What follows belongs to an exercise in optimizing a design on an open flow for small area, a short achievable clock period and few clock cycles; a production flow would make more cautious choices.
Where RTL was checked, it was by simulation tests only, not by an equivalence proof against the original.
The RTL of run 5 was laid out without a check of its function.

File: flow/run.sh
#!/bin/bash
# Own layout flow: the standard flow unchanged, except that the port
# buffers that buffer_ports inserts during placement are buf_2 cells rather
# than the delay buffer it picks by default.
set -euo pipefail
export BUFFER_PORTS_ARGS="-buffer_cell sky130_fd_sc_hd__buf_2"
bash standard.sh > standard_flow.log 2>&1
File: standard.sh
#!/bin/bash
# synth_recipe.tcl (not shown) runs the flow's synth.tcl, then flattens the netlist and writes it again
# the make line also repeats each setting of config.mk as NAME=value (left out here)
make -C /OpenROAD-flow-scripts/flow DESIGN_CONFIG=/design/flow/config.mk WORK_HOME=/design/flow/orfs CLKGATE_MAP_FILE= SYNTH_SCRIPT=/design/flow/synth_recipe.tcl "${@:-finish}"
File: config.mk
export PLATFORM = sky130hd
export DESIGN_NAME = TRIANGLE
export DESIGN_NICKNAME = TRIANGLE
export VERILOG_FILES = /design/flow/design.v
export SDC_FILE = /design/flow/constraint.sdc
export NUM_CORES = 4
export LEC_CHECK = 0
export ABC_AREA = 1
export CAP_MARGIN = 20
export CORE_MARGIN = 2
export CORE_UTILIZATION = 65
export CTS_CLUSTER_DIAMETER = 100
export CTS_CLUSTER_SIZE = 24
export PLACE_DENSITY = 0.75
export SLEW_MARGIN = 20
File: constraint.sdc
create_clock -name core_clock -period 20.0 [get_ports {clk}]
set_input_delay 4.0000 -clock core_clock [delete_from_list [all_inputs] [get_ports {clk}]]
set_output_delay 4.0000 -clock core_clock [all_outputs]
set_load 0.01 [all_outputs]
File: design.v
module DW_div_pipe #(
    parameter a_width     = 31,
    parameter b_width     = 31,
    parameter tc_mode     = 1,
    parameter rem_mode    = 0,
    parameter num_stages  = 10,
    parameter stall_mode  = 1,
    parameter rst_mode    = 1,
    parameter op_iso_mode = 0
) (
    input                      clk,
    input                      rst_n,
    input                      en,
    input      [a_width-1:0]   a,
    input      [b_width-1:0]   b,
    output     [a_width-1:0]   quotient,
    output     [b_width-1:0]   remainder,
    output                     divide_by_0
);
localparam NS = num_stages - 1;           
localparam W  = a_width;
wire          a_neg = (tc_mode != 0) & a[a_width-1];
wire          b_neg = (tc_mode != 0) & b[b_width-1];
wire [W-1:0]       a_mag = a_neg ? (~a + 1'b1) : a;
wire [b_width-1:0] b_mag = b_neg ? (~b + 1'b1) : b;
reg [b_width:0]   r_q [0:NS-1];
reg [W-1:0]       d_q [0:NS-1];
reg [b_width-1:0] m_q [0:NS-1];
reg               n_q [0:NS-1];
genvar k;
generate
    for (k = 0; k < NS; k = k + 1) begin : g_stage
        localparam integer LO = (k * W) / NS;
        localparam integer HI = ((k + 1) * W) / NS;
        wire [b_width:0]   r_in = (k == 0) ? {(b_width+1){1'b0}} : r_q[(k == 0) ? 0 : k-1];
        wire [W-1:0]       d_in = (k == 0) ? a_mag : d_q[(k == 0) ? 0 : k-1];
        wire [b_width-1:0] m_in = (k == 0) ? b_mag : m_q[(k == 0) ? 0 : k-1];
        wire               n_in = (k == 0) ? (a_neg ^ b_neg) : n_q[(k == 0) ? 0 : k-1];
        reg  [b_width:0]   r_c;
        reg  [W-1:0]       d_c;
        integer j;
        always @(*) begin
            r_c = r_in;
            d_c = d_in;
            for (j = LO; j < HI; j = j + 1) begin
                r_c = {r_c[b_width-1:0], d_c[W-1]};
                d_c = {d_c[W-2:0], 1'b0};
                if (r_c >= {1'b0, m_in}) begin
                    r_c = r_c - {1'b0, m_in};
                    d_c[0] = 1'b1;
                end
            end
        end
        always @(posedge clk or negedge rst_n) begin
            if (!rst_n) begin
                r_q[k] <= 0;
                d_q[k] <= 0;
                m_q[k] <= 0;
                n_q[k] <= 1'b0;
            end else if (en) begin
                r_q[k] <= r_c;
                d_q[k] <= d_c;
                m_q[k] <= m_in;
                n_q[k] <= n_in;
            end
        end
    end
endgenerate
assign quotient    = n_q[NS-1] ? (~d_q[NS-1] + 1'b1) : d_q[NS-1];
assign remainder   = {b_width{1'b0}};
assign divide_by_0 = 1'b0;
endmodule
module TRIANGLE(
    input  wire        clk,
    input  wire        rst_n,
    input  wire        in_valid,
    input  wire [7:0]  in_length,
    output wire [15:0] out_cos,
    output reg         out_valid,
    output reg  [1:0]  out_tri
);
localparam [4:0] ST_D0 = 5'd5;     
localparam [4:0] ST_L0 = 5'd17;    
localparam [4:0] ST_L2 = 5'd19;    
reg [4:0] st;
always @(posedge clk or negedge rst_n) begin
    if (!rst_n) st <= 5'd0;
    else if (st == 5'd0) st <= in_valid ? 5'd1 : 5'd0;
    else if (st == ST_L2) st <= 5'd0;
    else st <= st + 5'd1;
end
reg       f_sq, f_pr, f_ini;
reg [2:0] f_acc;
always @(posedge clk) begin
    f_sq     <= (st == 5'd0) || (st == 5'd1) || (st == 5'd2);    
    f_pr     <= (st == 5'd3) || (st == 5'd4) || (st == 5'd5);    
    f_acc[0] <= (st >= 5'd1) && (st <= 5'd3);                    
    f_acc[1] <= (st >= 5'd1) && (st <= 5'd4);                    
    f_acc[2] <= (st >= 5'd1) && (st <= 5'd5);                    
    f_ini    <= (st == 5'd1);                                    
end
reg [7:0] mx, my;
reg [15:0] p0, p1, p2;
always @(posedge clk) begin
    mx <= (st <= 5'd2) ? in_length : (st == 5'd5) ? p2[7:0] : mx;
    my <= (st <= 5'd2) ? in_length : (st == 5'd3) ? p0[7:0] :
          (st == 5'd4) ? p2[7:0] : my;
end
function [15:0] mul8;
    input [7:0] x;
    input [7:0] y;
    reg [15:0] acc;
    integer i;
    begin
        acc = 16'd0;
        for (i = 0; i < 8; i = i + 1)
            acc = acc + ({8'd0, x & {8{y[i]}}} << i);
        mul8 = acc;
    end
endfunction
wire [15:0] m = mul8(mx, my);
reg [15:0] s;
always @(posedge clk) s <= f_sq ? m : 16'd0;
wire ins = (st == 5'd1) || (st == 5'd2);    
always @(posedge clk) begin
    p0 <= f_pr ? m : ins ? {8'd0, mx} : p2;
    p1 <= p0;
    p2 <= p1;
end
function [19:0] add20;
    input [19:0] x;
    input [19:0] y;
    reg [19:0] g, p, G, P;
    integer i, d;
    begin
        g = x & y; p = x ^ y;
        G = g; P = p;
        for (d = 1; d < 20; d = d * 2)
            for (i = 2 * d - 1; i < 20; i = i + 2 * d) begin
                G[i] = G[i] | (P[i] & G[i-d]);
                P[i] = P[i] & P[i-d];
            end
        for (d = 8; d >= 1; d = d / 2)
            for (i = 3 * d - 1; i < 20; i = i + 2 * d) begin
                G[i] = G[i] | (P[i] & G[i-d]);
                P[i] = P[i] & P[i-d];
            end
        add20 = p ^ {G[18:0], 1'b0};
    end
endfunction
function [18:0] lane;    
    input [17:0] r;
    input [15:0] p;
    input        sub;    
    input        acc;
    input        init;
    reg [18:0] a, bx, t;
    reg        ci, ad, c0;
    begin
        if (acc) begin
            a  = init ? 19'd0 : {r[17], r};
            bx = sub ? ~{3'b000, s} : {3'b000, s};
            ci = sub;
        end else begin
            a  = {r, 1'b0};
            ad = r[17];
            bx = ad ? {2'b00, p, 1'b0} : ~{2'b00, p, 1'b0};
            ci = ~ad;
        end
        {t, c0} = add20({a, 1'b1}, {bx, ci});    
        lane = t;
    end
endfunction
reg signed [17:0] r0, r1, r2;
reg [10:0]        q0, q1, q2;
reg               n0, n1, n2;    
reg               e0, e1, e2;    
wire [18:0] x0 = lane(r0, p0, 1'b1, f_acc[0], f_ini);
wire [18:0] x1 = lane(r1, p1, 1'b0, f_acc[1], f_ini);
wire [18:0] x2 = lane(r2, p2, 1'b0, f_acc[2], f_ini);
wire z0 = (r0 == 18'sd0);
wire z1 = (r1 == 18'sd0);
wire z2 = (r2 == 18'sd0);
wire last_acc = (st == 5'd4);
always @(posedge clk) begin
    r1 <= x0[17:0]; r2 <= x1[17:0]; r0 <= x2[17:0];
    q1 <= {q0[9:0], ~r0[17]};
    q2 <= {q1[9:0], ~r1[17]};
    q0 <= {q2[9:0], ~r2[17]};
    n1 <= last_acc ? x0[18] : n0;
    n2 <= last_acc ? x1[18] : n1;
    n0 <= last_acc ? x2[18] : n2;
    e1 <= ~f_acc[0] & (e0 | z0);
    e2 <= ~f_acc[1] & (e1 | z1);
    e0 <= ~f_acc[2] & (e2 | z2);
    if (st == ST_D0)
        out_tri <= (z0 | z1 | z2) ? 2'd3 : (n0 | n1 | n2) ? 2'd1 : 2'd0;
end
wire [11:0] qh  = {q0, ~r0[17]};
wire        b   = ~x0[18];
wire        inc = ~(e0 | z0 | (x0 == 19'd0));
wire [12:0] qp  = {1'b0, qh} + 13'd1;
wire [13:0] c   = ~n0 ? {1'b0, qh, b} :
                  (inc & b) ? {~qp[12], qp[11:0], 1'b0} : {1'b1, qh, b | inc};
reg [13:0] oc;
always @(posedge clk) oc <= c;
assign out_cos = {oc[13], oc[13], oc};
always @(posedge clk or negedge rst_n) begin
    if (!rst_n) out_valid <= 1'b0;
    else out_valid <= (st >= ST_L0) && (st <= ST_L2);
end
endmodule
==> summary.md, run 1 <==
| Metric | Value |
|---|---|
| Status | no timing/DRC/antenna violations |
| CTS Root Cell | clkbuf_16 |
| GRT Resource Usage Total | about a third |
| Grt total ovfl | 0 |
| WP data required | 16.00 ns |
| Clk sinks | 198 |
| ANT cells | 0 |
| Max-Cap Viols | 0 |
| # rows | 48 |
| Fin. max-slew vios | 0 |
| Post-CTS Setup Inserts | 0 |
| Number of synthesized flops with an enable pin | 18 |
| Clock-pin slew on the worst setup and hold paths | ~0.080 ns |
| Post_cts resized | 0 |
| Drt total wl | 27.6 mm |
| Worst EP arrival | 0.95 ns |
| Largest net degree at the start of global routing | 35 |
| Worst Setup Start Kind | flip-flop |
| Synth Instances | roughly 1.4k |
| FMAX | ~0.2 GHz |
| Min Tclk post-route | a little under 5 ns |
| Setup tns final | 0 ns |
| Buffers & Inverters on Critical Path | 1 |
| Crit path max-delay family | flip-flops |
| CP peak stage delay | between 0.3 and 0.4 ns |
| Yosys cell types | a little over 40 |
| Dominant synthesized flop cell | dfxtp_1 |
| Net count, final | 1,568 |
| Crit-path cells | buf_2 |
| Rel. slew slack | 33.1% |
| Worst-path fanout max | 1 |
| Post-synthesis sequential area ratio | 36.2% |
| CTS tree | yes |
| RD Place Congestion | approximately 0.95 |
| Vias post-DR | between 8k and 9k |
| Port-buffer cells | 29 |
| Reg2Reg Setup Slack | roughly 15 ns |
| Hold_sp | q2[3] |
| Hold WC Path Type | flip-flop to flip-flop |
| Final hold vios | 0 |
| Via density | ~5.5 |
| Least-Margin Pin Slew | between 1 and 1.5 ns |
| Number of synthesized register bits | a little under 200 |
| Final setup violation count | 0 |
| YS warnings | 1 |
| Reg-to-Reg End | oc[11] |
| Crit Path Category | flip-flop to output pin |
| H-Tree Depth | 4 |
| Cell area after synthesis | 11,500 um2 |
| Clock Skews | 0.0147 ns |
| CTS Buf Count | 17 |
| Post-synthesis average cell area | between 8 and 9 um2 |
| Hpwl dp | ~21 mm |
| RSZ-0062 raised after global routing | no |
| DR iter-0 viols | between 600 and 700 |
| Critical Path Sink Type | output pin |
| Syn-to-layout area delta | 7.28% |
| Die footprint | 18,800 um2 |
| Final ANT Viol Nets | 0 |
| Die height | 137 um |
| First-pass DRT Iterations | 5 |
| Reg-to-Reg Start | f_acc[0] |
| Antenna violations before repair | 0 |
| Die Wd | 137 um |
| Crit-path slowest cell | edfxtp_1 |
| Worst R2R Path Depth | 28 |
| Period Utilization, post-route | about a quarter |
| Clock buffer depth | 2 |
| Starting Density | about 67% |
| Net Count, Synth | approximately 1.6k |
| Async SR Flop Fraction | between 3 and 4% |
| DRC viols | 0 |
| Post-route cell area | 12,400 um2 |
| Hold bufs inserted after CTS | 0 |
| Vias in the first global route | 8,962 |
| First-pass GRT wire length | 44.6 mm |
| Core Footprint | approximately 17,000 um2 |
| Clock Latency Late Sink | between 0.4 and 0.5 ns |
| # IOs | 30 |
| Worst min-delay path endpoint | q0[4] |
| Routed length per instance | 16.8 um |
| Cell Area, Placed | between 10,000 and 15,000 um2 |
| Hold depth | 0 |
| Proportion of layout cells with a drive suffix above 1 | 5.99% |
[routing by layer]
metal	track usage, %	wire [um]	share of wire [%]	vias to the layer above
li1	-	-	-	4419
met1	40.0	11600	42	4210
met2	53.1	13100	47	308
met3	5.70	1960	7.1	61
met4	12.5	962	3.5	0
met5	0	0	0	-
[cell usage in the layout, fill, tap and decap left out, types with 6 or more instances in the layout]
cell type  netlist  final
a31oi_1          9      9
dfxtp_1        174    174
nor2_1         114    114
fa_1            68     68
xnor2_1         27     27
nor3_1           7      7
o22ai_1         48     48
a221oi_1        27     27
nand4_1         14     14
clkbuf_16        0     17
xor2_1          19     19
o21a_1          20     20
o211ai_1         8      8
a21oi_1         49     49
nand2_1        275    275
edfxtp_1        18     18
dfrtp_1          6      6
inv_1          284    284
ha_1            84     84
o21ai_0         27     27
buf_2            9     29
nand3_1         38     38
[layout make-up]
cell class | instances | area, um2
multi-input cells | 866 | 6040
fillers | 1362 | 4930
flip-flops and latches | 198 | 4170
inverters | 289 | 1080
clock buffers | 18 | 439
well taps | 225 | 282
repair buffers | 33 | 175
clock inverters | 14 | 173
[cells by family (layout without fill, tap and decap cells)]
group | Yosys count | in the layout | synth area share, %
simple gates | 468 | 468 | 16.7
buf+inv | 335 | 354 | 11.4
flops | 198 | 198 | 36.2
compound gates | 197 | 197 | 10.9
fa+ha+maj | 152 | 152 | 20.9
xor+xnor | 47 | 47 | 3.64
mux | 2 | 2 | 0.195
[synthesized netlist by cell type, drive strengths merged, types with 19 or more instances]
| cell type | count | share of area (%) |
|---|---|---|
| ha | 84 | 9.1 |
| nand3 | 38 | 1.7 |
| nor2 | 119 | 4.1 |
| buf | 19 | 1.1 |
| o21a | 20 | 1.3 |
| nand2 | 281 | 9.3 |
| a21oi | 49 | 2.1 |
| o21ai | 27 | 1.2 |
| o22ai | 48 | 2.6 |
| fa | 68 | 12 |
| inv | 286 | 9.3 |
| dfxtp | 174 | 30 |
| xnor2 | 28 | 2.2 |
| a221oi | 27 | 2.1 |
| clkbuf | 27 | 0.88 |
| xor2 | 19 | 1.4 |
[sequential cells by signal, indices dropped and copies added (netlist names), 10 cells and up]
| name | flops |
|---|---|
| p0 | 16 |
| r2 | 18 |
| p2 | 16 |
| q2 | 10 |
| s | 16 |
| q0 | 11 |
| oc | 14 |
| p1 | 16 |
| r0 | 18 |
| r1 | 18 |
[how the worst max path moves through the flow]
stage               start     endpoint  slack [ns]  cells past startpoint
6_report       out_tri[1]   out_tri[1]       15.05                      1
5_1_grt          f_acc[0]       oc[11]       14.79                     28
4_1_cts        out_tri[1]   out_tri[1]       15.04                      1
3_5_place_dp     f_acc[0]       oc[11]       15.28                     28
3_3_place_gp     f_acc[0]       oc[11]       15.45                     28
2_1_floorplan      oc[13]  out_cos[14]       15.49                      1
[metrics by stage]
step	hold WS (ns)	instances	util, %	setup slack (ns)
3_5_place_dp	0.312	1611	68.0	15.28
5_1_grt	0.335	1643	71.5	14.79
2_1_floorplan	0.310	1399	-	15.49
6_report	0.331	1643	71.5	15.05
4_1_cts	0.332	1643	71.5	15.04
3_3_place_gp	0.310	1611	68.0	15.45
Testbench counts, summed over its fixed seeds: cycles 23,032.
==> run 2: changes to the inputs <==
--- a/config.mk
+++ b/config.mk
@@ -8,8 +8,7 @@
 export ABC_AREA = 1
 export CAP_MARGIN = 20
 export CORE_MARGIN = 2
-export CORE_UTILIZATION = 65
-export CTS_CLUSTER_DIAMETER = 100
-export CTS_CLUSTER_SIZE = 24
-export PLACE_DENSITY = 0.75
+export CORE_UTILIZATION = 80
+export CTS_BUF_LIST = sky130_fd_sc_hd__clkbuf_8
+export PLACE_DENSITY = 0.88
 export SLEW_MARGIN = 20
==> summary.md, run 2 <==
| Metric | Value |
|---|---|
| Drt total wl | 29.7 mm |
| Status | no timing/DRC/antenna violations |
| Footprint of the multi-input gates | slightly above 6000 um2 |
| Worst Setup EP | out_tri[0] |
| Least-Margin Pin Slew | about 1.0 ns |
| Yosys cell types | between 40 and 50 |
| Crit-path slowest cell | edfxtp_1 |
| Commonest cells in the netlist | inv_1, nand2_1, dfxtp_1 |
| Routed length per instance | ~19 um |
| RSZ-0062 raised after global routing | no |
| Proportion of layout cells with a drive suffix above 1 | under 10% |
| CP startpoint | out_tri[0] |
| Reg-to-Reg Start | f_acc[0] |
| Hpwl dp | ~22 mm |
| GRT Resource Usage Total | about two fifths |
| Largest net degree at the start of global routing | 35 |
| Crit path max-delay family | flip-flops |
| Worst EP arrival | about 1.0 ns |
| Rel. slew slack | 30.4% |
| CTS tree | yes |
| Post-synthesis sequential area ratio | a little over a third |
| Reg-to-Reg End | oc[11] |
| # rows | 43 |
| Crit-path cells | buf_2 |
| ANT cells | 0 |
| Biggest regs | r0: 18 flops, r1: 18 flops, r2: 18 flops |
| Via density | between 6 and 7 |
| Async SR Flop Fraction | approximately 3.0% |
| Number of synthesized flops with an enable pin | 18 |
| Worst Setup Start Kind | flip-flop |
| Die footprint | roughly 15,000 um2 |
| YS warnings | 1 |
| Die Wd | 124 um |
| Setup tns final | 0 ns |
| Post-CTS Setup Inserts | 0 |
| Most common cell in the netlist | inv_1 |
| Clk sinks | between 150 and 200 |
| Hold WC Path Type | flip-flop to flip-flop |
| Fin. max-slew vios | 0 |
| Final WS setup | 14.96 ns |
| Worst R2R Path Depth | 28 |
| Clock-pin slew on the worst setup and hold paths | between 0.1 and 0.15 ns |
| Die height | 124 um |
| Pre-CTS worst setup slack | ~15 ns |
| Hold bufs inserted after CTS | 0 |
| Post-synthesis average cell area | 8.24 um2 |
| RD Place Congestion | ~0.98 |
| Vias in the first global route | between 9k and 10k |
| # IOs | 30 |
| DR iter-0 viols | about 1.1k |
| Cell taking the most area after synthesis | dfxtp_1 |
| Hold WS | between 0.3 and 0.4 ns |
| Critical Path Sink Type | output pin |
| Final hold vios | 0 |
| Number of synthesized register bits | ~200 |
| Buffers & Inverters on Critical Path | 1 |
| Worst-path fanout max | 1 |
| Grt total ovfl | 0 |
| Most frequent cells in the layout | inv_1, nand2_1, dfxtp_1 |
| CTS Buf Count | 17 |
| Synth Instances | about 1.4k |
| First-pass DRT Iterations | 7 |
| Filler cell count | roughly 780 |
| Reg2Reg Setup Slack | roughly 15 ns |
| Starting Density | slightly above 80% |
| Antenna violations before repair | 0 |
| Syn-to-layout area delta | 5.25% |
| Most common cell after layout, fill and taps aside | inv_1 |
| Register area | around 4200 um2 |
| Vias post-DR | roughly 9.7k |
| Clock buffer depth | 2 |
| Cell area after synthesis | ~12,000 um2 |
| Hold_sp | q2[8] |
| Min Tclk post-route | roughly 5 ns |
| Ranking of synthesized cells by area | dfxtp_1, fa_1, inv_1 |
| H-Tree Depth | 4 |
| Final setup violation count | 0 |
| Net Count, Synth | about 1.6k |
| Max-Cap Viols | 0 |
| Clock Skews | between 0.015 and 0.02 ns |
| Post_cts resized | 0 |
| WP data required | ~16 ns |
| Net count, final | approximately 1.6k |
| Clock Latency Late Sink | around 0.50 ns |
| Dominant synthesized flop cell | dfxtp_1 |
| CTS Root Cell | clkbuf_8 |
| Yosys top cell area share | between 30% and 40% |
| Final ANT Viol Nets | 0 |
| Port-buffer cells | 29 |
| DRC viols | 0 |
| Worst path depth | 1 |
| Crit Path Category | flip-flop to output pin |
| CP peak stage delay | slightly below 0.4 ns |
| First-pass GRT wire length | approximately 47 mm |
| FMAX | between 0.15 and 0.2 GHz |
| Period Utilization, post-route | between 20% and 30% |
| Core Footprint | around 14,000 um2 |
==> run 2: layout make-up <==
class                      instances  area share, %
multi-input combinational        866           49.8
sequential                       198           34.4
inverter                         289           8.94
clock buffer                      18           2.04
tap                              180           1.86
clock inverter                    14           1.60
timing repair buffer              32           1.38
==> run 2: routing by layer <==
layer / up-vias / routed length [um] / GRT usage, % / share of wire (%)
met2: 632 / 14000 / 68.3 / 47
li1: 4411 / - / - / -
met1: 4490 / 11000 / 51.4 / 37
met4: 0 / 1480 / 19.5 / 5.0
met3: 146 / 3180 / 9.66 / 11
met5: - / 0 / 0 / 0
==> run 2: worst min-delay path by stage <==
stage,end,cells past startpoint,slack [ns]
after floorplan,q0[10],0,0.31
after global placement,q2[6],0,0.31
after detailed placement,q0[3],0,0.31
after CTS,q0[9],0,0.34
after global routing,q0[9],0,0.33
final,q0[9],0,0.33
==> run 2: per-stage QoR <==
step	util (%)	area (um2)	instances
finish	86.7	12100	1597
global placement	83.6	11700	1565
CTS	86.7	12100	1597
floorplan	-	11500	1399
global route	86.7	12100	1597
detailed placement	83.6	11700	1565
==> run 2: kinds of logic (layout without fill, tap and decap cells) <==
kind of cell	count (synthesis)	count (layout)	synth area share, %
AND/OR/NAND/NOR	468	468	16.7
buffers and inverters	335	353	11.4
flip-flops	198	198	36.2
AO/OA/AOI/OAI	197	197	10.9
adder cells (fa/ha/maj)	152	152	20.9
XOR/XNOR	47	47	3.64
multiplexers	2	2	0.195
==> run 2: worst register-to-register path, delay by kind of cell, from the launching register on <==
kind | cells | cell delay, ns
AOI/OAI and AO/OA | 3 | 0.78
xor gates and xnor gates | 1 | 0.14
adders and majority gates | 3 | 1.03
buffers and inverters | 6 | 1.09
DFF | 1 | 0.32
and+or+nand+nor | 15 | 1.53
==> run 3: changes to the inputs <==
--- a/design.v
+++ b/design.v
@@ -148,7 +148,34 @@
         add20 = p ^ {G[18:0], 1'b0};
     end
 endfunction
+function [19:0] add20s;
+    input [19:0] x;
+    input [19:0] y;
+    reg [19:0] g, p, c;
+    reg [4:0] GG, PP;
+    reg [5:0] gc;
+    reg t;
+    integer i, k;
+    begin
+        g = x & y; p = x ^ y;
+        for (k = 0; k < 5; k = k + 1) begin
+            t = 1'b0;
+            PP[k] = &p[4*k +: 4];
+            for (i = 0; i < 4; i = i + 1) t = g[4*k+i] | (p[4*k+i] & t);
+            GG[k] = t;
+        end
+        gc[0] = 1'b0;
+        for (k = 0; k < 5; k = k + 1) gc[k+1] = GG[k] | (PP[k] & gc[k]);
+        for (k = 0; k < 5; k = k + 1) begin
+            c[4*k] = gc[k];
+            for (i = 1; i < 4; i = i + 1)
+                c[4*k+i] = g[4*k+i-1] | (p[4*k+i-1] & c[4*k+i-1]);
+        end
+        add20s = p ^ c;
+    end
+endfunction
 function [18:0] lane;    
+    input        fast;   
     input [17:0] r;
     input [15:0] p;
     input        sub;    
@@ -167,7 +194,8 @@
             bx = ad ? {2'b00, p, 1'b0} : ~{2'b00, p, 1'b0};
             ci = ~ad;
         end
-        {t, c0} = add20({a, 1'b1}, {bx, ci});    
+        if (fast) {t, c0} = add20({a, 1'b1}, {bx, ci});    
+        else      {t, c0} = add20s({a, 1'b1}, {bx, ci});
         lane = t;
     end
 endfunction
@@ -175,9 +203,9 @@
 reg [10:0]        q0, q1, q2;
 reg               n0, n1, n2;    
 reg               e0, e1, e2;    
-wire [18:0] x0 = lane(r0, p0, 1'b1, f_acc[0], f_ini);
-wire [18:0] x1 = lane(r1, p1, 1'b0, f_acc[1], f_ini);
-wire [18:0] x2 = lane(r2, p2, 1'b0, f_acc[2], f_ini);
+wire [18:0] x0 = lane(1'b1, r0, p0, 1'b1, f_acc[0], f_ini);
+wire [18:0] x1 = lane(1'b0, r1, p1, 1'b0, f_acc[1], f_ini);
+wire [18:0] x2 = lane(1'b0, r2, p2, 1'b0, f_acc[2], f_ini);
 wire z0 = (r0 == 18'sd0);
 wire z1 = (r1 == 18'sd0);
 wire z2 = (r2 == 18'sd0);
--- a/config.mk
+++ b/config.mk
@@ -8,7 +8,8 @@
 export ABC_AREA = 1
 export CAP_MARGIN = 20
 export CORE_MARGIN = 2
-export CORE_UTILIZATION = 80
-export CTS_BUF_LIST = sky130_fd_sc_hd__clkbuf_8
-export PLACE_DENSITY = 0.88
+export CORE_UTILIZATION = 65
+export CTS_CLUSTER_DIAMETER = 100
+export CTS_CLUSTER_SIZE = 24
+export PLACE_DENSITY = 0.75
 export SLEW_MARGIN = 20
==> summary.md, run 3 <==
| Metric | Value |
|---|---|
| Rel. slew slack | 30.9% |
| Worst Setup Start Kind | flip-flop |
| Min Tclk post-route | a little under 5 ns |
| Hold WC Path Type | flip-flop to flip-flop |
| Die footprint | around 19,000 um2 |
| Syn-to-layout area delta | 7.07% |
| First-pass DRT Iterations | 7 |
| Crit-path slowest cell | edfxtp_1 |
| Least-Margin Pin Slew | ~1.0 ns |
| Ranking of synthesized cells by area | dfxtp_1, fa_1, inv_1 |
| Biggest regs | r0: 18 flops, r1: 18 flops, r2: 18 flops |
| Die height | 136 um |
| GRT Resource Usage Total | 31.4% |
| H-Tree Depth | 4 |
| Net count, final | roughly 1.5k |
| Cell Area, Placed | ~12,000 um2 |
| Grt total ovfl | 0 |
| Cell area after synthesis | approximately 11,000 um2 |
| Dominant synthesized flop cell | dfxtp_1 |
| Yosys top cell area share | slightly above 30% |
| DR iter-0 viols | roughly 700 |
| Number of synthesized flops with an enable pin | 18 |
| Async SR Flop Fraction | 3.03% |
| Reg-to-Reg Start | f_acc[0] |
| Hpwl dp | approximately 21 mm |
| CTS tree | yes |
| Crit Path Category | flip-flop to output pin |
| Hold_sp | q2[3] |
| Port-buffer cells | 29 |
| Fin. max-slew vios | 0 |
| Synth Instances | around 1.4k |
| Final ANT Viol Nets | 0 |
| Crit-path cells | buf_2 |
| Routed length per instance | around 17 um |
| Pre-CTS worst setup slack | approximately 15 ns |
| Cell taking the most area after synthesis | dfxtp_1 |
| Hold bufs inserted after CTS | 0 |
| Final hold vios | 0 |
| Drt total wl | ~27 mm |
| Largest net degree at the start of global routing | 35 |
| Buffers & Inverters on Critical Path | 1 |
| First-pass GRT wire length | ~44 mm |
| Antenna violations before repair | 0 |
| Net Count, Synth | between 1.5k and 2k |
| Die Wd | between 100 and 150 um |
| Period Utilization, post-route | between 20% and 30% |
| Clock-pin slew on the worst setup and hold paths | 0.08 ns |
| # rows | 48 |
| CP startpoint | out_tri[0] |
| Worst-path fanout max | 1 |
| Clk sinks | between 150 and 200 |
| Clock Skews | ~0.013 ns |
| Proportion of layout cells with a drive suffix above 1 | between 6 and 7% |
| RSZ-0062 raised after global routing | no |
| Vias in the first global route | 8,551 |
| Clock Latency Late Sink | between 0.4 and 0.5 ns |
| DRC viols | 0 |
| Status | no timing/DRC/antenna violations |
| YS warnings | 1 |
| # IOs | 30 |
| Via density | 5.50 |
| Post-route cell area | around 12,000 um2 |
| RD Place Congestion | 0.926 |
| Most frequent cells in the layout | inv_1, nand2_1, dfxtp_1 |
| ANT cells | 0 |
| FMAX | slightly above 0.2 GHz |
| Clock buffer depth | 2 |
| Post_cts resized | 0 |
| Crit path max-delay family | flip-flops |
| Number of synthesized register bits | 198 |
| Vias post-DR | about 8.8k |
| Max-Cap Viols | 0 |
| Final WS setup | ~15 ns |
| CTS Buf Count | 17 |
| Most common cell in the netlist | inv_1 |
| Post-CTS Setup Inserts | 0 |
| Worst EP arrival | between 0.9 and 1 ns |
| Starting Density | around 66% |
| Commonest cells in the netlist | inv_1, nand2_1, dfxtp_1 |
| CP peak stage delay | between 0.3 and 0.4 ns |
| Final setup violation count | 0 |
| Post-synthesis sequential area ratio | a little over a third |
| WP data required | around 16 ns |
| Most common cell after layout, fill and taps aside | inv_1 |
| Post-synthesis average cell area | around 8.4 um2 |
| Core Footprint | roughly 17,000 um2 |
| CTS Root Cell | clkbuf_16 |
| Critical Path Sink Type | output pin |
| Yosys cell types | 45 |
| Setup tns final | 0 ns |
-- run 3: worst reg2reg max path: stages, from the launching register on --
cell      delay, ns
dfxtp_1        0.31
buf_4          0.31
inv_2          0.14
nor2_2         0.12
clkinv_1       0.41
o22ai_1        0.33
ha_1           0.30
or2_2          0.29
nand3_1        0.09
nand2_1        0.13
nand2_1        0.09
nand2_1        0.08
a21boi_0       0.24
fa_1           0.45
inv_1          0.07
nor2_1         0.04
nand3_1        0.08
nor3_1         0.04
nand3_1        0.07
nor2_1         0.05
nor2_1         0.09
ha_1           0.23
nand2_4        0.10
nor3_4         0.23
nand2_2        0.10
nor2_2         0.10
xor2_1         0.14
inv_1          0.04
-- run 3: per-stage QoR --
| step | hold WS, ns | util (%) | std cells |
|---|---|---|---|
| 2_1_floorplan | 0.310 | - | 1356 |
| 3_3_place_gp | 0.310 | 67.4 | 1567 |
| 3_5_place_dp | 0.312 | 67.4 | 1567 |
| 4_1_cts | 0.324 | 70.8 | 1599 |
| 5_1_grt | 0.329 | 70.8 | 1599 |
| 6_report | 0.327 | 70.8 | 1599 |
-- run 3: per-layer routing --
metal  up-vias  global-route usage, %  routed length (um)
met5         -                      0                   0
met4         0                   12.8                 968
met3        65                   6.64                1970
met2       315                   51.3               12800
met1      4136                   40.8               11300
li1       4285                      -                   -
-- run 3: cell type report --
class	count	area [um2]
multi-input combinational	829	5930
fill	1335	5040
sequential	198	4170
inverter	283	1060
clock buffer	19	443
tap	225	282
timing repair buffer	32	168
clock inverter	13	145
-- run 3: kinds of logic after synthesis --
family / synth area share, %
compound gates: 10.5
flops: 36.6
xor+xnor: 2.91
buf+inv: 11.4
fa+ha+maj: 22.1
mux: 0.0988
simple gates: 16.5
-- run 3: path summary, 6_finish.rpt --
kind / depth (start not counted) / end / slack, ns
max: 1 / out_tri[0] / 15.05
min: 0 / q0[4] / 0.33
max reg2reg: 27 / oc[11] / 15.23
min reg2reg: 0 / q0[4] / 0.33
max in group asynchronous: 1 / st[3] / 16.48
min in group asynchronous: 1 / st[1] / 3.37
Testbench counts of run 3, summed over its fixed seeds: cycles 23,032.
==> run 4: changes to the inputs <==
==> flow/run.sh (replaced) <==
#!/bin/bash
# Own layout flow: the standard flow unchanged, except that
# - the port buffers that buffer_ports inserts during placement are buf_2
#   cells rather than the delay buffer it picks by default, and
# - clock tree synthesis builds the tree from clkbuf_8 cells under a
#   clkbuf_16 root and adds no dummy loads.
set -euo pipefail
export BUFFER_PORTS_ARGS="-buffer_cell sky130_fd_sc_hd__buf_2"
export CTS_ARGS="-sink_clustering_enable -repair_clock_nets -buf_list sky130_fd_sc_hd__clkbuf_8 -root_buf sky130_fd_sc_hd__clkbuf_16 -dont_use_dummy_load"
bash standard.sh > standard_flow.log 2>&1
--- a/config.mk
+++ b/config.mk
@@ -9,7 +9,5 @@
 export CAP_MARGIN = 20
 export CORE_MARGIN = 2
 export CORE_UTILIZATION = 65
-export CTS_CLUSTER_DIAMETER = 100
-export CTS_CLUSTER_SIZE = 24
 export PLACE_DENSITY = 0.75
 export SLEW_MARGIN = 20
==> summary.md, run 4 <==
| Metric | Value |
|---|---|
| Vias post-DR | 8,651 |
| CTS Buf Count | 17 |
| First-pass GRT wire length | roughly 43 mm |
| Post_cts resized | 0 |
| Cell area after synthesis | approximately 11,000 um2 |
| Net Count, Synth | ~1.5k |
| Hold_sp | q2[3] |
| Worst R2R Path Depth | 26 |
| Yosys top cell area share | slightly above 30% |
| Clock-pin slew on the worst setup and hold paths | ~0.10 ns |
| Final hold vios | 0 |
| Least-Margin Pin Slew | between 1 and 1.5 ns |
| ANT cells | 0 |
| Reg-to-Reg Start | f_acc[0] |
| Reg-to-Reg End | oc[11] |
| Most frequent cells in the layout | inv_1, nand2_1, dfxtp_1 |
| Critical Path Sink Type | output pin |
| Crit path max-delay family | flip-flops |
| Min Tclk post-route | 4.91 ns |
| Hold bufs inserted after CTS | 0 |
| FMAX | 0.204 GHz |
| Hold WS | roughly 0.32 ns |
| DRC viols | 0 |
| Pre-CTS worst setup slack | between 15 and 20 ns |
| DR iter-0 viols | slightly below 600 |
| CTS Root Cell | clkbuf_16 |
| Core Footprint | around 17,000 um2 |
| Final WS setup | ~15 ns |
| Post-layout util | between 60% and 70% |
| Cell Area, Placed | 11,600 um2 |
| Largest net degree at the start of global routing | 35 |
| Worst-path fanout max | 1 |
| Die Wd | 136 um |
| WP data required | 16.00 ns |
| Most common cell in the netlist | inv_1 |
| Port-buffer cells | 29 |
| YS warnings | 1 |
| Worst Setup Start Kind | flip-flop |
| Die footprint | 18,600 um2 |
| Proportion of layout cells with a drive suffix above 1 | around 5.6% |
| Cell taking the most area after synthesis | dfxtp_1 |
| Hpwl dp | between 20 and 25 mm |
| Number of synthesized register bits | 198 |
| Ranking of synthesized cells by area | dfxtp_1, fa_1, inv_1 |
| CP peak stage delay | approximately 0.38 ns |
| Max-Cap Viols | 0 |
| Worst path depth | 1 |
| Biggest regs | r0: 18 flops, r1: 18 flops, r2: 18 flops |
| Synth Instances | between 1k and 1.5k |
| Crit Path Category | flip-flop to output pin |
| RSZ-0062 raised after global routing | no |
| Reg2Reg Setup Slack | between 15 and 20 ns |
| CTS tree | yes |
| Clock Skews | 0.0445 ns |
| Filler cell count | 1,404 |
| Hold WC Path Type | flip-flop to flip-flop |
| First-pass DRT Iterations | 5 |
| Net count, final | between 1.5k and 2k |
| Rel. slew slack | roughly 29% |
| GRT Resource Usage Total | 30.9% |
| Crit-path cells | buf_2 |
| # IOs | 30 |
| Final ANT Viol Nets | 0 |
| RD Place Congestion | about 0.93 |
| Period Utilization, post-route | between 20% and 30% |
| H-Tree Depth | 4 |
| Die height | approximately 140 um |
| Most common cell after layout, fill and taps aside | inv_1 |
| Drt total wl | between 20 and 30 mm |
| Fin. max-slew vios | 0 |
| Vias in the first global route | 8,432 |
| Worst Setup EP | out_tri[0] |
| Crit-path slowest cell | edfxtp_1 |
| Clock Latency Late Sink | roughly 0.4 ns |
| Dominant synthesized flop cell | dfxtp_1 |
| Post-synthesis sequential area ratio | between 30% and 40% |
| CP startpoint | out_tri[0] |
| Buffers & Inverters on Critical Path | 1 |
| Post-route cell area | 11,900 um2 |
| # rows | 48 |
| Syn-to-layout area delta | 4.06% |
| Post-CTS Setup Inserts | 0 |
| Routed length per instance | about 17 um |
| Post-synthesis average cell area | 8.40 um2 |
| Status | no timing/DRC/antenna violations |
| Final setup violation count | 0 |
| Clock buffer depth | 2 |
| Setup tns final | 0 ns |
| Yosys cell types | 45 |
| Clk sinks | slightly below 200 |
| Starting Density | roughly two thirds |
| Grt total ovfl | 0 |
| Async SR Flop Fraction | 3.03% |
| Commonest cells in the netlist | inv_1, nand2_1, dfxtp_1 |
| Hold depth | 0 |
| Via density | roughly 5.5 |
| Number of synthesized flops with an enable pin | 18 |
| Worst EP arrival | around 0.91 ns |
| Antenna violations before repair | 0 |
==> run 4: cell counts after synthesis <==
No cell type changed its count.
==> run 4: layout make-up <==
type | count | area [um2] | share of cell area (%)
multi-input cells | 829 | 5930 | 50.0
flip-flops and latches | 198 | 4170 | 35.2
inverters | 283 | 1060 | 8.96
well taps | 225 | 282 | 2.37
clock buffers | 17 | 245 | 2.07
repair buffers | 32 | 168 | 1.41
==> run 4: worst min path at each step <==
stage	endpoint
2_1_floorplan	q0[10]
3_3_place_gp	q2[8]
3_5_place_dp	q0[4]
4_1_cts	q0[4]
5_1_grt	q2[2]
6_report	q0[4]
==> run 4: cell families (layout without fill, tap and decap cells) <==
kind of cell    count (synthesis)  count (layout)  share of synthesized area (%)
mux                             1               1                         0.0988
compound gates                186             186                           10.5
simple gates                  451             451                           16.5
xor+xnor                       37              37                           2.91
fa+ha+maj                     154             154                           22.1
flops                         198             198                           36.6
buf+inv                       329             332                           11.4
==> run 4: metal layers <==
layer | vias to the layer above | track usage, % | part of all wire, %
met5 | - | 0 | 0
met4 | 0 | 11.3 | 2.8
met3 | 45 | 5.78 | 6.5
met2 | 286 | 50.8 | 48
met1 | 4057 | 40.8 | 43
li1 | 4263 | - | -
==> run 4: metrics by stage <==
stage	std cells
3_5_place_dp	1567
3_3_place_gp	1567
6_report	1584
4_1_cts	1584
5_1_grt	1584
2_1_floorplan	1356
==> run 5: changes to the inputs <==
--- a/design.v
+++ b/design.v
@@ -209,6 +209,8 @@
 wire z0 = (r0 == 18'sd0);
 wire z1 = (r1 == 18'sd0);
 wire z2 = (r2 == 18'sd0);
+reg [1:0] typ;
+always @(posedge clk) out_tri <= typ;
 wire last_acc = (st == 5'd4);
 always @(posedge clk) begin
     r1 <= x0[17:0]; r2 <= x1[17:0]; r0 <= x2[17:0];
@@ -222,7 +224,7 @@
     e2 <= ~f_acc[1] & (e1 | z1);
     e0 <= ~f_acc[2] & (e2 | z2);
     if (st == ST_D0)
-        out_tri <= (z0 | z1 | z2) ? 2'd3 : (n0 | n1 | n2) ? 2'd1 : 2'd0;
+        typ <= (z0 | z1 | z2) ? 2'd3 : (n0 | n1 | n2) ? 2'd1 : 2'd0;
 end
 wire [11:0] qh  = {q0, ~r0[17]};
 wire        b   = ~x0[18];
==> summary.md, run 5 <==
| Metric | Value |
|---|---|
| Most common cell after layout, fill and taps aside | inv_1 |
| Fin. max-slew vios | 0 |
| Post-synthesis average cell area | between 8 and 9 um2 |
| Max-Cap Viols | 0 |
| Number of synthesized register bits | 200 |
| Synth Area in Compound Gates | about a tenth |
| Die Wd | approximately 140 um |
| Simple-gate share of the synthesized area | about 16% |
| DRC viols | 0 |
| CP startpoint | f_acc[0] |
| Clock Latency Late Sink | around 0.40 ns |
| GRT Resource Usage Total | 31.3% |
| Net count, final | around 1.5k |
| Least-Margin Pin Slew | 1.08 ns |
| Clock-pin slew on the worst setup and hold paths | between 0.1 and 0.15 ns |
| # IOs | 30 |
| Reg2Reg Setup Slack | 15.12 ns |
| Most common cell in the netlist | inv_1 |
| Most frequent cells in the layout | inv_1, nand2_1, dfxtp_1 |
| Net Count, Synth | about 1.5k |
| Final hold vios | 0 |
| Worst Setup EP | oc[11] |
| Syn-to-layout area delta | 4.11% |
| Gr busiest metal | met2 |
| Post-synthesis sequential area ratio | between 30% and 40% |
| WP data required | just over 20 ns |
| Vias in the first global route | 8,529 |
| Proportion of layout cells with a drive suffix above 1 | approximately 5.7% |
| Worst EP arrival | 5.17 ns |
| CTS tree | yes |
| Starting Density | 66.3% |
| CTS Root Cell | clkbuf_16 |
| Die footprint | ~19,000 um2 |
| YS warnings | 1 |
| Setup tns final | 0 ns |
| Yosys cell types | 45 |
| Routed length per instance | 17.0 um |
| Largest net degree at the start of global routing | 35 |
| Hold WS | between 0.3 and 0.4 ns |
| Commonest cells in the netlist | inv_1, nand2_1, dfxtp_1 |
| Clk sinks | 200 |
| Core Footprint | roughly 17,000 um2 |
| H-Tree Depth | 4 |
| Post-synthesis xor/xnor area fraction | between 2 and 3% |
| Met2 Track Usage GR | about half |
| Synth Instances | around 1.4k |
| Final ANT Viol Nets | 0 |
| Post-CTS Setup Inserts | 0 |
| CTS Buf Count | 17 |
| First-pass GRT wire length | 43.8 mm |
| Number of synthesized flops with an enable pin | 18 |
| Min Tclk post-route | a little under 5 ns |
| Port-buffer cells | 29 |
| Met1 GRT Util | 41.6% |
| Async SR Flop Fraction | 3.00% |
| Clock Skews | about 0.046 ns |
| Crit Path Category | flip-flop to flip-flop |
| Dominant synthesized flop cell | dfxtp_1 |
| Worst Setup Start Kind | flip-flop |
| Cell area after synthesis | 11,400 um2 |
| First-pass DRT Iterations | 5 |
| Hold bufs inserted after CTS | 0 |
| Yosys top cell area share | 30.8% |
| Mux cell area share after synthesis | 0.0985% |
| Vias post-DR | 8,805 |
| Worst-path fanout max | 34 |
| RD Place Congestion | about 1.0 |
| RSZ-0062 raised after global routing | no |
| Status | no timing/DRC/antenna violations |
| Reg-to-Reg End | oc[11] |
| FMAX | slightly above 0.2 GHz |
| Hpwl dp | ~22 mm |
| Ranking of synthesized cells by area | dfxtp_1, fa_1, inv_1 |
| Worst R2R Path Depth | 25 |
| Critical Path Sink Type | flip-flop |
| Rel. slew slack | 28.0% |
| Cell taking the most area after synthesis | dfxtp_1 |
| Adder-cell share of the synthesized area | 22.0% |
| DR iter-0 viols | roughly 700 |
| Period Utilization, post-route | ~24% |
| Biggest regs | r0: 18 flops, r1: 18 flops, r2: 18 flops |
| ANT cells | 0 |
| Drt total wl | approximately 27 mm |
| Via density | 5.55 |
| Antenna violations before repair | 0 |
| Clock buffer depth | 2 |
| # rows | 48 |
| Final setup violation count | 0 |
| GRT met3 Usage | 4.78% |
| Die height | 137 um |
| Reg-to-Reg Start | f_acc[0] |
| Post_cts resized | 0 |
| Grt total ovfl | 0 |
| Main combinational cell family by area after synthesis | adder cells |
| Hold WC Path Type | flip-flop to flip-flop |
==> run 5: cell count changes in the layout (fill, tap and decap cells not counted), sizes merged <==
| cell | before | now |
|---|---|---|
| dfxtp | 174 | 176 |
| buf | 32 | 33 |
==> run 5: critical path, stage by stage, from the launching register on <==
cell      delay, ns
dfxtp_1        0.31
buf_4          0.24
nor2_1         0.85
a221oi_1       0.22
ha_1           0.38
or2_2          0.29
nand3_1        0.09
nand2_1        0.13
nand2_1        0.09
nand2_1        0.07
a21boi_0       0.23
fa_1           0.45
inv_1          0.09
nor2_1         0.04
nand3_1        0.07
nor3_1         0.04
nand3_1        0.07
nor2_1         0.05
nor2_1         0.10
ha_1           0.22
nand2_4        0.10
nor3_4         0.25
nand2_2        0.10
nor2_2         0.10
xor2_1         0.14
inv_1          0.04
==> run 5: routing by layer <==
metal,part of all wire (%),up-vias
li1,-,4262
met3,6.5,61
met5,0,-
met4,3.3,0
met1,43,4145
met2,47,337
==> run 5: logic make-up (layout without fill, tap and decap cells) <==
kind of cell / after synthesis / in the layout
fa+ha+maj: 154 / 154
compound gates: 186 / 186
flops: 200 / 200
simple gates: 451 / 451
xor+xnor: 37 / 37
mux: 1 / 1
buf+inv: 329 / 333
==> run 5: worst min-delay path by stage <==
| stage | startpoint | endpoint | slack (ns) | cells past startpoint |
|---|---|---|---|---|
| floorplan | q2[9] | q0[10] | 0.31 | 0 |
| global placement | q2[8] | q0[9] | 0.31 | 0 |
| detailed placement | q2[4] | q0[5] | 0.31 | 0 |
| CTS | q1[4] | q2[5] | 0.32 | 0 |
| global route | q1[4] | q2[5] | 0.32 | 0 |
| finish | q1[4] | q2[5] | 0.32 | 0 |
==> run 5: layout make-up <==
class / instances / area, um2
fillers: 1482 / 5330
well taps: 225 / 282
inverters: 283 / 1060
multi-input cells: 829 / 5930
clock buffers: 17 / 245
flip-flops and latches: 200 / 4210
repair buffers: 33 / 175
==> run 5: through the flow <==
stage | cells | cell area (um2) | utilization [%] | worst slack, ns
global placement | 1570 | 11700 | 67.6 | 15.32
finish | 1587 | 11900 | 69.1 | 15.12
detailed placement | 1570 | 11700 | 67.6 | 15.17
CTS | 1587 | 11900 | 69.1 | 15.11
global route | 1587 | 11900 | 69.1 | 14.67
floorplan | 1358 | 11400 | - | 15.49

==> what the ideal ports hide <==
No port has a modelled driver above. Below, the same layouts with a new extraction and two added sets of constraints. Step 1, drivers: a clkbuf_16 drives clk and a buf_2 each remaining input, both assumed. Step 2 times the ports against the registers' clock, not the clock port: input delays grow and output delays shrink by t, the midpoint of the rising clock arrivals with the driver on. a / b / c = ideal ports / drivers / drivers and shift; a / b = the first two.
run	shift t [ns]	setup slack, ns	worst setup path at the end	latest minus earliest clock arrival (ns)	worst slew at a driven data input, ns
run 1	0.486	15.054 / 15.006 / 15.215	register to register	0.017 / 0.017	0.03
run 2	0.536	14.960 / 14.917 / 15.052	register to register	0.019 / 0.019	0.03
run 3	0.483	15.047 / 14.999 / 15.234	register to register	0.014 / 0.014	0.03
run 4	0.428	15.086 / 15.040 / 15.243	register to register	0.044 / 0.045	0.03
run 5	0.419	15.124 / 15.080 / 15.124	register to register	0.046 / 0.046	0.03
After both steps every run listed still meets setup and hold.
